Source: an optimization exercise on an open RTL-to-GDS flow (aim: small area, a short achievable clock period and few clock cycles). Production flows keep margins and buffers that such runs may drop.
In this exercise RTL edits were held to simulation tests only and were not proved equivalent to the original.
Power figures rest on the tool's default switching activity, not on a simulated workload.

==> inputs of v28 <==
// d_BCH_KES_top
module d_BCH_KES_top
(
    input  wire         i_clk,
    input  wire         i_RESET,
    input  wire         i_stop_dec,
    input  wire [3:0]   i_channel_sel,
    input  wire         i_execute_kes,
    input  wire         i_data_fowarding,
    input  wire         i_buf_available,
    input  wire         i_chunk_number,
    input  wire         i_buf_sequence_end,
    output reg          o_kes_sequence_end,
    output wire         o_kes_fail,
    output wire         o_kes_available,
    output wire [3:0]   o_channel_sel,
    output wire         o_chunk_number,
    output wire         o_buf_sequence_end,
    output wire [3:0]   o_error_count,
    input  wire [323:0] i_syndromes,
    output wire [11:0]  o_v_2i_000,
    output wire [11:0]  o_v_2i_001,
    output wire [11:0]  o_v_2i_002,
    output wire [11:0]  o_v_2i_003,
    output wire [11:0]  o_v_2i_004,
    output wire [11:0]  o_v_2i_005,
    output wire [11:0]  o_v_2i_006,
    output wire [11:0]  o_v_2i_007,
    output wire [11:0]  o_v_2i_008,
    output wire [11:0]  o_v_2i_009,
    output wire [11:0]  o_v_2i_010,
    output wire [11:0]  o_v_2i_011,
    output wire [11:0]  o_v_2i_012,
    output wire [11:0]  o_v_2i_013,
    output wire [11:0]  o_v_2i_014
);
    wire w_rst = i_RESET | i_stop_dec;
    reg         a_val, a_fwd, a_yng;
    reg  [3:0]  a_cnt, a_dp;
    reg  [5:0]  a_tag;
    reg  [11:0] a_dlt, a_rp;
    reg  [11:0] a_v [0:15];
    reg  [11:0] a_k [1:14];
    reg  [11:0] a_t [0:25];
    reg         b_val, b_fwd, b_yng, b_cd, b_cbd;
    reg  [3:0]  b_cnt, b_deg;
    reg  [5:0]  b_tag;
    reg  [11:0] b_dlt, b_rp, b_d;
    reg  [5:0]  b_dlts, b_ds;
    reg         r_g;
    reg  [11:0] b_v [0:15];
    reg  [11:0] b_k [1:14];
    reg  [11:0] b_t [0:25];
    reg         r_pend, r_fail;
    reg  [3:0]  r_ec;
    reg  [5:0]  r_tag;
    reg  [11:0] r_v [0:14];
    wire [11:0] w_s1 = i_syndromes[323:312];
    wire [11:0] w_s2 = i_syndromes[311:300];
    wire [11:0] w_s3 = i_syndromes[299:288];
    wire [22:0] w_s12u;
    assign w_s12u[0] = ^{(w_s1[0] & w_s2[0])};
    assign w_s12u[1] = ^{(w_s1[0] & w_s2[1]), (w_s1[1] & w_s2[0])};
    assign w_s12u[2] = ^{(w_s1[0] & w_s2[2]), (w_s1[1] & w_s2[1]), (w_s1[2] & w_s2[0])};
  ...
export LEC_CHECK = 0
export ABC_CLOCK_PERIOD_IN_PS = 3000
export CAP_MARGIN = 20
export CORE_MARGIN = 2
export CORE_UTILIZATION = 30
export PLACE_DENSITY = 0.5
export SETUP_SLACK_MARGIN = 5
export SLEW_MARGIN = 20
create_clock -name core_clock -period 8.5 [get_ports {i_clk}]
standard.sh (not shown) runs the stock make flow with config.mk's settings and CLKGATE_MAP_FILE= SYNTH_SCRIPT=/design/flow/synth_recipe.tcl, a recipe that flattens the netlist after the stock synthesis.
==> flow/flow/run.sh <==
#!/bin/bash
# Layout flow: the standard ORFS flow (standard.sh, unchanged synthesis), with plain
# buf_2 cells as the port buffers instead of the default delay buffers.
set -euo pipefail
cd "$(dirname "$0")/.."
bash standard.sh "BUFFER_PORTS_ARGS=-buffer_cell sky130_fd_sc_hd__buf_2" finish > run_standard.log 2>&1
==> v29: changes against v28 <==
--- a/flow/design.v
+++ b/flow/design.v
@@ -36,26 +36,26 @@
 );
     wire w_rst = i_RESET | i_stop_dec;
     reg         a_val, a_fwd, a_yng;
     reg  [3:0]  a_cnt, a_dp;
     reg  [5:0]  a_tag;
     reg  [11:0] a_dlt, a_rp;
     reg  [11:0] a_v [0:15];
     reg  [11:0] a_k [1:14];
-    reg  [11:0] a_t [0:25];
+    reg  [11:0] a_t [0:26];
     reg         b_val, b_fwd, b_yng, b_cd, b_cbd;
     reg  [3:0]  b_cnt, b_deg;
     reg  [5:0]  b_tag;
     reg  [11:0] b_dlt, b_rp, b_d;
     reg  [5:0]  b_dlts, b_ds;
     reg         r_g;
     reg  [11:0] b_v [0:15];
     reg  [11:0] b_k [1:14];
-    reg  [11:0] b_t [0:25];
+    reg  [11:0] b_t [0:26];
     reg         r_pend, r_fail;
     reg  [3:0]  r_ec;
     reg  [5:0]  r_tag;
     reg  [11:0] r_v [0:14];
     wire [11:0] w_s1 = i_syndromes[323:312];
     wire [11:0] w_s2 = i_syndromes[311:300];
     wire [11:0] w_s3 = i_syndromes[299:288];
     wire [22:0] w_s12u;
@@ -93,59 +93,59 @@
     assign w_d1[7] = ^{w_s12u[7], w_s12u[12], w_s12u[15], w_s12u[16], w_s12u[17], w_s12u[19], w_s12u[22], w_s3[7]};
     assign w_d1[8] = ^{w_s12u[8], w_s12u[13], w_s12u[16], w_s12u[17], w_s12u[18], w_s12u[20], w_s3[8]};
     assign w_d1[9] = ^{w_s12u[9], w_s12u[14], w_s12u[17], w_s12u[18], w_s12u[19], w_s12u[21], w_s3[9]};
     assign w_d1[10] = ^{w_s12u[10], w_s12u[15], w_s12u[18], w_s12u[19], w_s12u[20], w_s12u[22], w_s3[10]};
     assign w_d1[11] = ^{w_s12u[11], w_s12u[16], w_s12u[19], w_s12u[20], w_s12u[21], w_s3[11]};
     wire [11:0] w_inj = {12{r_avail & ~i_data_fowarding}} & w_d1;
     wire w_s1nz = ~i_data_fowarding & (|w_s1);
     wire [5:0] w_avs0 = a_v[0][5:0] ^ a_v[0][11:6];
-    wire [11:0] w_w0 = a_t[25] & {12{r_g}};
+    wire [11:0] w_w0 = a_t[0] & {12{r_g}};
     wire [5:0] w_ats0 = w_w0[5:0] ^ w_w0[11:6];
     wire [5:0] w_avs1 = a_v[1][5:0] ^ a_v[1][11:6];
-    wire [11:0] w_w1 = a_t[24] & {12{r_g}};
+    wire [11:0] w_w1 = a_t[26] & {12{r_g}};
     wire [5:0] w_ats1 = w_w1[5:0] ^ w_w1[11:6];
     wire [5:0] w_avs2 = a_v[2][5:0] ^ a_v[2][11:6];
-    wire [11:0] w_w2 = a_t[23] & {12{r_g}};
+    wire [11:0] w_w2 = a_t[25] & {12{r_g}};
     wire [5:0] w_ats2 = w_w2[5:0] ^ w_w2[11:6];
     wire [5:0] w_avs3 = a_v[3][5:0] ^ a_v[3][11:6];
-    wire [11:0] w_w3 = a_t[22] & {12{r_g}};
+    wire [11:0] w_w3 = a_t[24] & {12{r_g}};
     wire [5:0] w_ats3 = w_w3[5:0] ^ w_w3[11:6];
     wire [5:0] w_avs4 = a_v[4][5:0] ^ a_v[4][11:6];
-    wire [11:0] w_w4 = a_t[21] & {12{r_g}};
+    wire [11:0] w_w4 = a_t[23] & {12{r_g}};
     wire [5:0] w_ats4 = w_w4[5:0] ^ w_w4[11:6];
     wire [5:0] w_avs5 = a_v[5][5:0] ^ a_v[5][11:6];
-    wire [11:0] w_w5 = a_t[20] & {12{r_g}};
+    wire [11:0] w_w5 = a_t[22] & {12{r_g}};
     wire [5:0] w_ats5 = w_w5[5:0] ^ w_w5[11:6];
     wire [5:0] w_avs6 = a_v[6][5:0] ^ a_v[6][11:6];
-    wire [11:0] w_w6 = a_t[19] & {12{r_g}};
+    wire [11:0] w_w6 = a_t[21] & {12{r_g}};
     wire [5:0] w_ats6 = w_w6[5:0] ^ w_w6[11:6];
     wire [5:0] w_avs7 = a_v[7][5:0] ^ a_v[7][11:6];
-    wire [11:0] w_w7 = a_t[18] & {12{r_g}};
+    wire [11:0] w_w7 = a_t[20] & {12{r_g}};
     wire [5:0] w_ats7 = w_w7[5:0] ^ w_w7[11:6];
     wire [5:0] w_avs8 = a_v[8][5:0] ^ a_v[8][11:6];
-    wire [11:0] w_w8 = a_t[17] & {12{r_g}};
+    wire [11:0] w_w8 = a_t[19] & {12{r_g}};
     wire [5:0] w_ats8 = w_w8[5:0] ^ w_w8[11:6];
     wire [5:0] w_avs9 = a_v[9][5:0] ^ a_v[9][11:6];
-    wire [11:0] w_w9 = a_t[16] & {12{r_g}};
+    wire [11:0] w_w9 = a_t[18] & {12{r_g}};
     wire [5:0] w_ats9 = w_w9[5:0] ^ w_w9[11:6];
     wire [5:0] w_avs10 = a_v[10][5:0] ^ a_v[10][11:6];
-    wire [11:0] w_w10 = a_t[15] & {12{r_g}};
+    wire [11:0] w_w10 = a_t[17] & {12{r_g}};
     wire [5:0] w_ats10 = w_w10[5:0] ^ w_w10[11:6];
     wire [5:0] w_avs11 = a_v[11][5:0] ^ a_v[11][11:6];
-    wire [11:0] w_w11 = a_t[14] & {12{r_g}};
+    wire [11:0] w_w11 = a_t[16] & {12{r_g}};
     wire [5:0] w_ats11 = w_w11[5:0] ^ w_w11[11:6];
     wire [5:0] w_avs12 = a_v[12][5:0] ^ a_v[12][11:6];
-    wire [11:0] w_w12 = a_t[13] & {12{r_g}};
+    wire [11:0] w_w12 = a_t[15] & {12{r_g}};
     wire [5:0] w_ats12 = w_w12[5:0] ^ w_w12[11:6];
     wire [5:0] w_avs13 = a_v[13][5:0] ^ a_v[13][11:6];
-    wire [11:0] w_w13 = a_t[12] & {12{r_g}};
+    wire [11:0] w_w13 = a_t[14] & {12{r_g}};
     wire [5:0] w_ats13 = w_w13[5:0] ^ w_w13[11:6];
     wire [5:0] w_avs14 = a_v[14][5:0] ^ a_v[14][11:6];
-    wire [11:0] w_w14 = a_t[11] & {12{r_g}};
+    wire [11:0] w_w14 = a_t[13] & {12{r_g}};
     wire [5:0] w_ats14 = w_w14[5:0] ^ w_w14[11:6];
     wire [10:0] w_dL;
     assign w_dL[0] = ^{(a_v[0][0] & w_w0[0]), (a_v[1][0] & w_w1[0]), (a_v[2][0] & w_w2[0]), (a_v[3][0] & w_w3[0]), (a_v[4][0] & w_w4[0]), (a_v[5][0] & w_w5[0]), (a_v[6][0] & w_w6[0]), (a_v[7][0] & w_w7[0]), (a_v[8][0] & w_w8[0]), (a_v[9][0] & w_w9[0]), (a_v[10][0] & w_w10[0]), (a_v[11][0] & w_w11[0]), (a_v[12][0] & w_w12[0]), (a_v[13][0] & w_w13[0]), (a_v[14][0] & w_w14[0])};
     assign w_dL[1] = ^{(a_v[0][0] & w_w0[1]), (a_v[0][1] & w_w0[0]), (a_v[1][0] & w_w1[1]), (a_v[1][1] & w_w1[0]), (a_v[2][0] & w_w2[1]), (a_v[2][1] & w_w2[0]), (a_v[3][0] & w_w3[1]), (a_v[3][1] & w_w3[0]), (a_v[4][0] & w_w4[1]), (a_v[4][1] & w_w4[0]), (a_v[5][0] & w_w5[1]), (a_v[5][1] & w_w5[0]), (a_v[6][0] & w_w6[1]), (a_v[6][1] & w_w6[0]), (a_v[7][0] & w_w7[1]), (a_v[7][1] & w_w7[0]), (a_v[8][0] & w_w8[1]), (a_v[8][1] & w_w8[0]), (a_v[9][0] & w_w9[1]), (a_v[9][1] & w_w9[0]), (a_v[10][0] & w_w10[1]), (a_v[10][1] & w_w10[0]), (a_v[11][0] & w_w11[1]), (a_v[11][1] & w_w11[0]), (a_v[12][0] & w_w12[1]), (a_v[12][1] & w_w12[0]), (a_v[13][0] & w_w13[1]), (a_v[13][1] & w_w13[0]), (a_v[14][0] & w_w14[1]), (a_v[14][1] & w_w14[0])};
     assign w_dL[2] = ^{(a_v[0][0] & w_w0[2]), (a_v[0][1] & w_w0[1]), (a_v[0][2] & w_w0[0]), (a_v[1][0] & w_w1[2]), (a_v[1][1] & w_w1[1]), (a_v[1][2] & w_w1[0]), (a_v[2][0] & w_w2[2]), (a_v[2][1] & w_w2[1]), (a_v[2][2] & w_w2[0]), (a_v[3][0] & w_w3[2]), (a_v[3][1] & w_w3[1]), (a_v[3][2] & w_w3[0]), (a_v[4][0] & w_w4[2]), (a_v[4][1] & w_w4[1]), (a_v[4][2] & w_w4[0]), (a_v[5][0] & w_w5[2]), (a_v[5][1] & w_w5[1]), (a_v[5][2] & w_w5[0]), (a_v[6][0] & w_w6[2]), (a_v[6][1] & w_w6[1]), (a_v[6][2] & w_w6[0]), (a_v[7][0] & w_w7[2]), (a_v[7][1] & w_w7[1]), (a_v[7][2] & w_w7[0]), (a_v[8][0] & w_w8[2]), (a_v[8][1] & w_w8[1]), (a_v[8][2] & w_w8[0]), (a_v[9][0] & w_w9[2]), (a_v[9][1] & w_w9[1]), (a_v[9][2] & w_w9[0]), (a_v[10][0] & w_w10[2]), (a_v[10][1] & w_w10[1]), (a_v[10][2] & w_w10[0]), (a_v[11][0] & w_w11[2]), (a_v[11][1] & w_w11[1]), (a_v[11][2] & w_w11[0]), (a_v[12][0] & w_w12[2]), (a_v[12][1] & w_w12[1]), (a_v[12][2] & w_w12[0]), (a_v[13][0] & w_w13[2]), (a_v[13][1] & w_w13[1]), (a_v[13][2] & w_w13[0]), (a_v[14][0] & w_w14[2]), (a_v[14][1] & w_w14[1]), (a_v[14][2] & w_w14[0])};
     assign w_dL[3] = ^{(a_v[0][0] & w_w0[3]), (a_v[0][1] & w_w0[2]), (a_v[0][2] & w_w0[1]), (a_v[0][3] & w_w0[0]), (a_v[1][0] & w_w1[3]), (a_v[1][1] & w_w1[2]), (a_v[1][2] & w_w1[1]), (a_v[1][3] & w_w1[0]), (a_v[2][0] & w_w2[3]), (a_v[2][1] & w_w2[2]), (a_v[2][2] & w_w2[1]), (a_v[2][3] & w_w2[0]), (a_v[3][0] & w_w3[3]), (a_v[3][1] & w_w3[2]), (a_v[3][2] & w_w3[1]), (a_v[3][3] & w_w3[0]), (a_v[4][0] & w_w4[3]), (a_v[4][1] & w_w4[2]), (a_v[4][2] & w_w4[1]), (a_v[4][3] & w_w4[0]), (a_v[5][0] & w_w5[3]), (a_v[5][1] & w_w5[2]), (a_v[5][2] & w_w5[1]), (a_v[5][3] & w_w5[0]), (a_v[6][0] & w_w6[3]), (a_v[6][1] & w_w6[2]), (a_v[6][2] & w_w6[1]), (a_v[6][3] & w_w6[0]), (a_v[7][0] & w_w7[3]), (a_v[7][1] & w_w7[2]), (a_v[7][2] & w_w7[1]), (a_v[7][3] & w_w7[0]), (a_v[8][0] & w_w8[3]), (a_v[8][1] & w_w8[2]), (a_v[8][2] & w_w8[1]), (a_v[8][3] & w_w8[0]), (a_v[9][0] & w_w9[3]), (a_v[9][1] & w_w9[2]), (a_v[9][2] & w_w9[1]), (a_v[9][3] & w_w9[0]), (a_v[10][0] & w_w10[3]), (a_v[10][1] & w_w10[2]), (a_v[10][2] & w_w10[1]), (a_v[10][3] & w_w10[0]), (a_v[11][0] & w_w11[3]), (a_v[11][1] & w_w11[2]), (a_v[11][2] & w_w11[1]), (a_v[11][3] & w_w11[0]), (a_v[12][0] & w_w12[3]), (a_v[12][1] & w_w12[2]), (a_v[12][2] & w_w12[1]), (a_v[12][3] & w_w12[0]), (a_v[13][0] & w_w13[3]), (a_v[13][1] & w_w13[2]), (a_v[13][2] & w_w13[1]), (a_v[13][3] & w_w13[0]), (a_v[14][0] & w_w14[3]), (a_v[14][1] & w_w14[2]), (a_v[14][2] & w_w14[1]), (a_v[14][3] & w_w14[0])};
     assign w_dL[4] = ^{(a_v[0][0] & w_w0[4]), (a_v[0][1] & w_w0[3]), (a_v[0][2] & w_w0[2]), (a_v[0][3] & w_w0[1]), (a_v[0][4] & w_w0[0]), (a_v[1][0] & w_w1[4]), (a_v[1][1] & w_w1[3]), (a_v[1][2] & w_w1[2]), (a_v[1][3] & w_w1[1]), (a_v[1][4] & w_w1[0]), (a_v[2][0] & w_w2[4]), (a_v[2][1] & w_w2[3]), (a_v[2][2] & w_w2[2]), (a_v[2][3] & w_w2[1]), (a_v[2][4] & w_w2[0]), (a_v[3][0] & w_w3[4]), (a_v[3][1] & w_w3[3]), (a_v[3][2] & w_w3[2]), (a_v[3][3] & w_w3[1]), (a_v[3][4] & w_w3[0]), (a_v[4][0] & w_w4[4]), (a_v[4][1] & w_w4[3]), (a_v[4][2] & w_w4[2]), (a_v[4][3] & w_w4[1]), (a_v[4][4] & w_w4[0]), (a_v[5][0] & w_w5[4]), (a_v[5][1] & w_w5[3]), (a_v[5][2] & w_w5[2]), (a_v[5][3] & w_w5[1]), (a_v[5][4] & w_w5[0]), (a_v[6][0] & w_w6[4]), (a_v[6][1] & w_w6[3]), (a_v[6][2] & w_w6[2]), (a_v[6][3] & w_w6[1]), (a_v[6][4] & w_w6[0]), (a_v[7][0] & w_w7[4]), (a_v[7][1] & w_w7[3]), (a_v[7][2] & w_w7[2]), (a_v[7][3] & w_w7[1]), (a_v[7][4] & w_w7[0]), (a_v[8][0] & w_w8[4]), (a_v[8][1] & w_w8[3]), (a_v[8][2] & w_w8[2]), (a_v[8][3] & w_w8[1]), (a_v[8][4] & w_w8[0]), (a_v[9][0] & w_w9[4]), (a_v[9][1] & w_w9[3]), (a_v[9][2] & w_w9[2]), (a_v[9][3] & w_w9[1]), (a_v[9][4] & w_w9[0]), (a_v[10][0] & w_w10[4]), (a_v[10][1] & w_w10[3]), (a_v[10][2] & w_w10[2]), (a_v[10][3] & w_w10[1]), (a_v[10][4] & w_w10[0]), (a_v[11][0] & w_w11[4]), (a_v[11][1] & w_w11[3]), (a_v[11][2] & w_w11[2]), (a_v[11][3] & w_w11[1]), (a_v[11][4] & w_w11[0]), (a_v[12][0] & w_w12[4]), (a_v[12][1] & w_w12[3]), (a_v[12][2] & w_w12[2]), (a_v[12][3] & w_w12[1]), (a_v[12][4] & w_w12[0]), (a_v[13][0] & w_w13[4]), (a_v[13][1] & w_w13[3]), (a_v[13][2] & w_w13[2]), (a_v[13][3] & w_w13[1]), (a_v[13][4] & w_w13[0]), (a_v[14][0] & w_w14[4]), (a_v[14][1] & w_w14[3]), (a_v[14][2] & w_w14[2]), (a_v[14][3] & w_w14[1]), (a_v[14][4] & w_w14[0])};
     assign w_dL[5] = ^{(a_v[0][0] & w_w0[5]), (a_v[0][1] & w_w0[4]), (a_v[0][2] & w_w0[3]), (a_v[0][3] & w_w0[2]), (a_v[0][4] & w_w0[1]), (a_v[0][5] & w_w0[0]), (a_v[1][0] & w_w1[5]), (a_v[1][1] & w_w1[4]), (a_v[1][2] & w_w1[3]), (a_v[1][3] & w_w1[2]), (a_v[1][4] & w_w1[1]), (a_v[1][5] & w_w1[0]), (a_v[2][0] & w_w2[5]), (a_v[2][1] & w_w2[4]), (a_v[2][2] & w_w2[3]), (a_v[2][3] & w_w2[2]), (a_v[2][4] & w_w2[1]), (a_v[2][5] & w_w2[0]), (a_v[3][0] & w_w3[5]), (a_v[3][1] & w_w3[4]), (a_v[3][2] & w_w3[3]), (a_v[3][3] & w_w3[2]), (a_v[3][4] & w_w3[1]), (a_v[3][5] & w_w3[0]), (a_v[4][0] & w_w4[5]), (a_v[4][1] & w_w4[4]), (a_v[4][2] & w_w4[3]), (a_v[4][3] & w_w4[2]), (a_v[4][4] & w_w4[1]), (a_v[4][5] & w_w4[0]), (a_v[5][0] & w_w5[5]), (a_v[5][1] & w_w5[4]), (a_v[5][2] & w_w5[3]), (a_v[5][3] & w_w5[2]), (a_v[5][4] & w_w5[1]), (a_v[5][5] & w_w5[0]), (a_v[6][0] & w_w6[5]), (a_v[6][1] & w_w6[4]), (a_v[6][2] & w_w6[3]), (a_v[6][3] & w_w6[2]), (a_v[6][4] & w_w6[1]), (a_v[6][5] & w_w6[0]), (a_v[7][0] & w_w7[5]), (a_v[7][1] & w_w7[4]), (a_v[7][2] & w_w7[3]), (a_v[7][3] & w_w7[2]), (a_v[7][4] & w_w7[1]), (a_v[7][5] & w_w7[0]), (a_v[8][0] & w_w8[5]), (a_v[8][1] & w_w8[4]), (a_v[8][2] & w_w8[3]), (a_v[8][3] & w_w8[2]), (a_v[8][4] & w_w8[1]), (a_v[8][5] & w_w8[0]), (a_v[9][0] & w_w9[5]), (a_v[9][1] & w_w9[4]), (a_v[9][2] & w_w9[3]), (a_v[9][3] & w_w9[2]), (a_v[9][4] & w_w9[1]), (a_v[9][5] & w_w9[0]), (a_v[10][0] & w_w10[5]), (a_v[10][1] & w_w10[4]), (a_v[10][2] & w_w10[3]), (a_v[10][3] & w_w10[2]), (a_v[10][4] & w_w10[1]), (a_v[10][5] & w_w10[0]), (a_v[11][0] & w_w11[5]), (a_v[11][1] & w_w11[4]), (a_v[11][2] & w_w11[3]), (a_v[11][3] & w_w11[2]), (a_v[11][4] & w_w11[1]), (a_v[11][5] & w_w11[0]), (a_v[12][0] & w_w12[5]), (a_v[12][1] & w_w12[4]), (a_v[12][2] & w_w12[3]), (a_v[12][3] & w_w12[2]), (a_v[12][4] & w_w12[1]), (a_v[12][5] & w_w12[0]), (a_v[13][0] & w_w13[5]), (a_v[13][1] & w_w13[4]), (a_v[13][2] & w_w13[3]), (a_v[13][3] & w_w13[2]), (a_v[13][4] & w_w13[1]), (a_v[13][5] & w_w13[0]), (a_v[14][0] & w_w14[5]), (a_v[14][1] & w_w14[4]), (a_v[14][2] & w_w14[3]), (a_v[14][3] & w_w14[2]), (a_v[14][4] & w_w14[1]), (a_v[14][5] & w_w14[0])};
@@ -1086,17 +1086,17 @@
         a_yng <= w_nayng;
         a_cnt <= w_ncnt;
         a_dp  <= b_deg;
         a_tag <= b_tag;
         a_dlt <= w_ndlt;
         a_rp  <= w_nrp;
         for (i = 0; i < 16; i = i + 1) a_v[i] <= w_nv[i];
         for (i = 1; i < 15; i = i + 1) a_k[i] <= w_nk[i];
-        for (i = 0; i < 26; i = i + 1) a_t[i] <= b_t[(i + 2) % 26];
+        for (i = 0; i < 27; i = i + 1) a_t[i] <= b_t[(i + 2) % 27];
         if (w_free) begin
             b_val <= i_execute_kes & ~w_rst;
             b_fwd <= i_data_fowarding;
             b_yng <= b_val;
             b_cnt <= 4'd1;
             b_tag <= {i_channel_sel, i_chunk_number, i_buf_sequence_end};
             b_rp  <= w_s1nz ? w_s1 : 12'd1;
             b_deg <= {3'd0, w_s1nz};
@@ -1105,32 +1105,32 @@
             b_dlt <= w_s1nz ? w_s1 : 12'd1;
             b_dlts <= w_s1nz ? (w_s1[5:0] ^ w_s1[11:6]) : 6'd1;
             b_v[0] <= 12'd1;
             b_v[1] <= i_data_fowarding ? 12'd0 : w_s1;
             for (i = 2; i < 16; i = i + 1) b_v[i] <= 12'd0;
             b_k[1] <= {11'd0, w_s1nz};
             b_k[2] <= {11'd0, ~w_s1nz};
             for (i = 3; i < 15; i = i + 1) b_k[i] <= 12'd0;
-            for (i = 0; i < 26; i = i + 1) b_t[i] <= i_syndromes[323 - 12*((i + 2) % 26 + 1) -: 12];
+            for (i = 0; i < 27; i = i + 1) b_t[i] <= i_syndromes[323 - 12*((i + 2) % 27) -: 12];
         end else begin
             b_val <= a_val & ~w_rst;
             b_fwd <= a_fwd;
             b_yng <= a_yng;
             b_cnt <= a_cnt;
             b_tag <= a_tag;
             b_rp  <= a_rp;
             b_deg <= w_adeg;
             b_cd  <= ({1'b0, a_dp} <= w_acnt1);
             b_cbd <= ({1'b0, w_adeg} <= w_acnt1);
             b_dlt <= w_frz ? 12'd1 : a_dlt;
             b_dlts <= w_frz ? 6'd1 : (a_dlt[5:0] ^ a_dlt[11:6]);
             for (i = 0; i < 16; i = i + 1) b_v[i] <= a_v[i];
             for (i = 1; i < 15; i = i + 1) b_k[i] <= a_k[i];
-            for (i = 0; i < 26; i = i + 1) b_t[i] <= a_t[i];
+            for (i = 0; i < 27; i = i + 1) b_t[i] <= a_t[i];
         end
         b_d   <= w_d;
         b_ds  <= w_dsx;
         r_g   <= ~w_navail & ~(b_fwd | (w_ncnt == 4'd14));
         r_pend <= w_npend;
         o_kes_sequence_end <= ~w_rst & (r_pend | w_leave) & i_buf_available;
         r_avail <= w_navail;
         if (~r_pend) begin
==> summary.txt <==
item                                                            v29          v28
Status                             no timing/DRC/antenna violations  no timing/DRC/antenna violations
Final Hold Slack                                             269 ps       300 ps
Worst reg2reg setup slack                                   4650 ps      4710 ps
Critical path required time                                 9300 ps      9280 ps
Worst slack at placement                                    3180 ps      3500 ps
Mean cell area of the mapped netlist                      8.20 um^2    8.14 um^2
Initial antenna violation count                                  72           99
Wire length the detailed router placed on met1            262000 um    263000 um
Proportion of layout cells with a drive suffix above 1        20.0%        19.2%
P_int                                                       18.4 mW      18.1 mW
Power density over the cells                            207 nW/um^2  207 nW/um^2
Register area                                            35800 um^2   35300 um^2
First element of the critical path                        a_v[5][3]    a_v[0][3]
Clock Skews                                                  103 ps      77.9 ps
Peak VDD IR                                              0.000274 V   0.000317 V
Area used by multi-input combinational logic             88400 um^2   87800 um^2
Total CTS buffers                                               186          185
Critical path buffer and inverter count                           5            2
Simple-gate share of the synthesized area                     18.3%        18.5%
Combined area of all synthesized cells                  125000 um^2  123000 um^2
Testbench counts of v28, summed over its fixed seeds: cycles 16,656.
Testbench counts of v29, summed over its fixed seeds: cycles 16,656.

==> afterwards: timing with drivers on the ports <==
No port has a modelled driver above. Below, the same layouts with a new extraction and two added sets of constraints.
Step 1 sets driving cells, clkbuf_16 on the clock port and buf_2 on the other inputs (assumed; they add their load-dependent delay and slew).
Step 2 times the ports against the registers' clock, not the clock port: input delays grow and output delays shrink by t, the midpoint of the rising clock arrivals with the driver on.
Slacks: ideal ports / drivers / drivers and shift; pairs: ideal ports / drivers.
run	shift t [ns]	slack for setup (ns)	worst setup path at the end	clock arrival spread, ns	pins driven straight from the clock port
v28	1.048	4.710 / 4.710 / 3.743	input to register	0.081 / 0.082	1
v29	1.038	4.653 / 4.653 / 3.855	input to register	0.108 / 0.109	1
After both steps every run listed still meets setup and hold. The setup slack of v28, which loses most, moves by 0.000 ns with the drivers and by -0.967 ns with both steps.
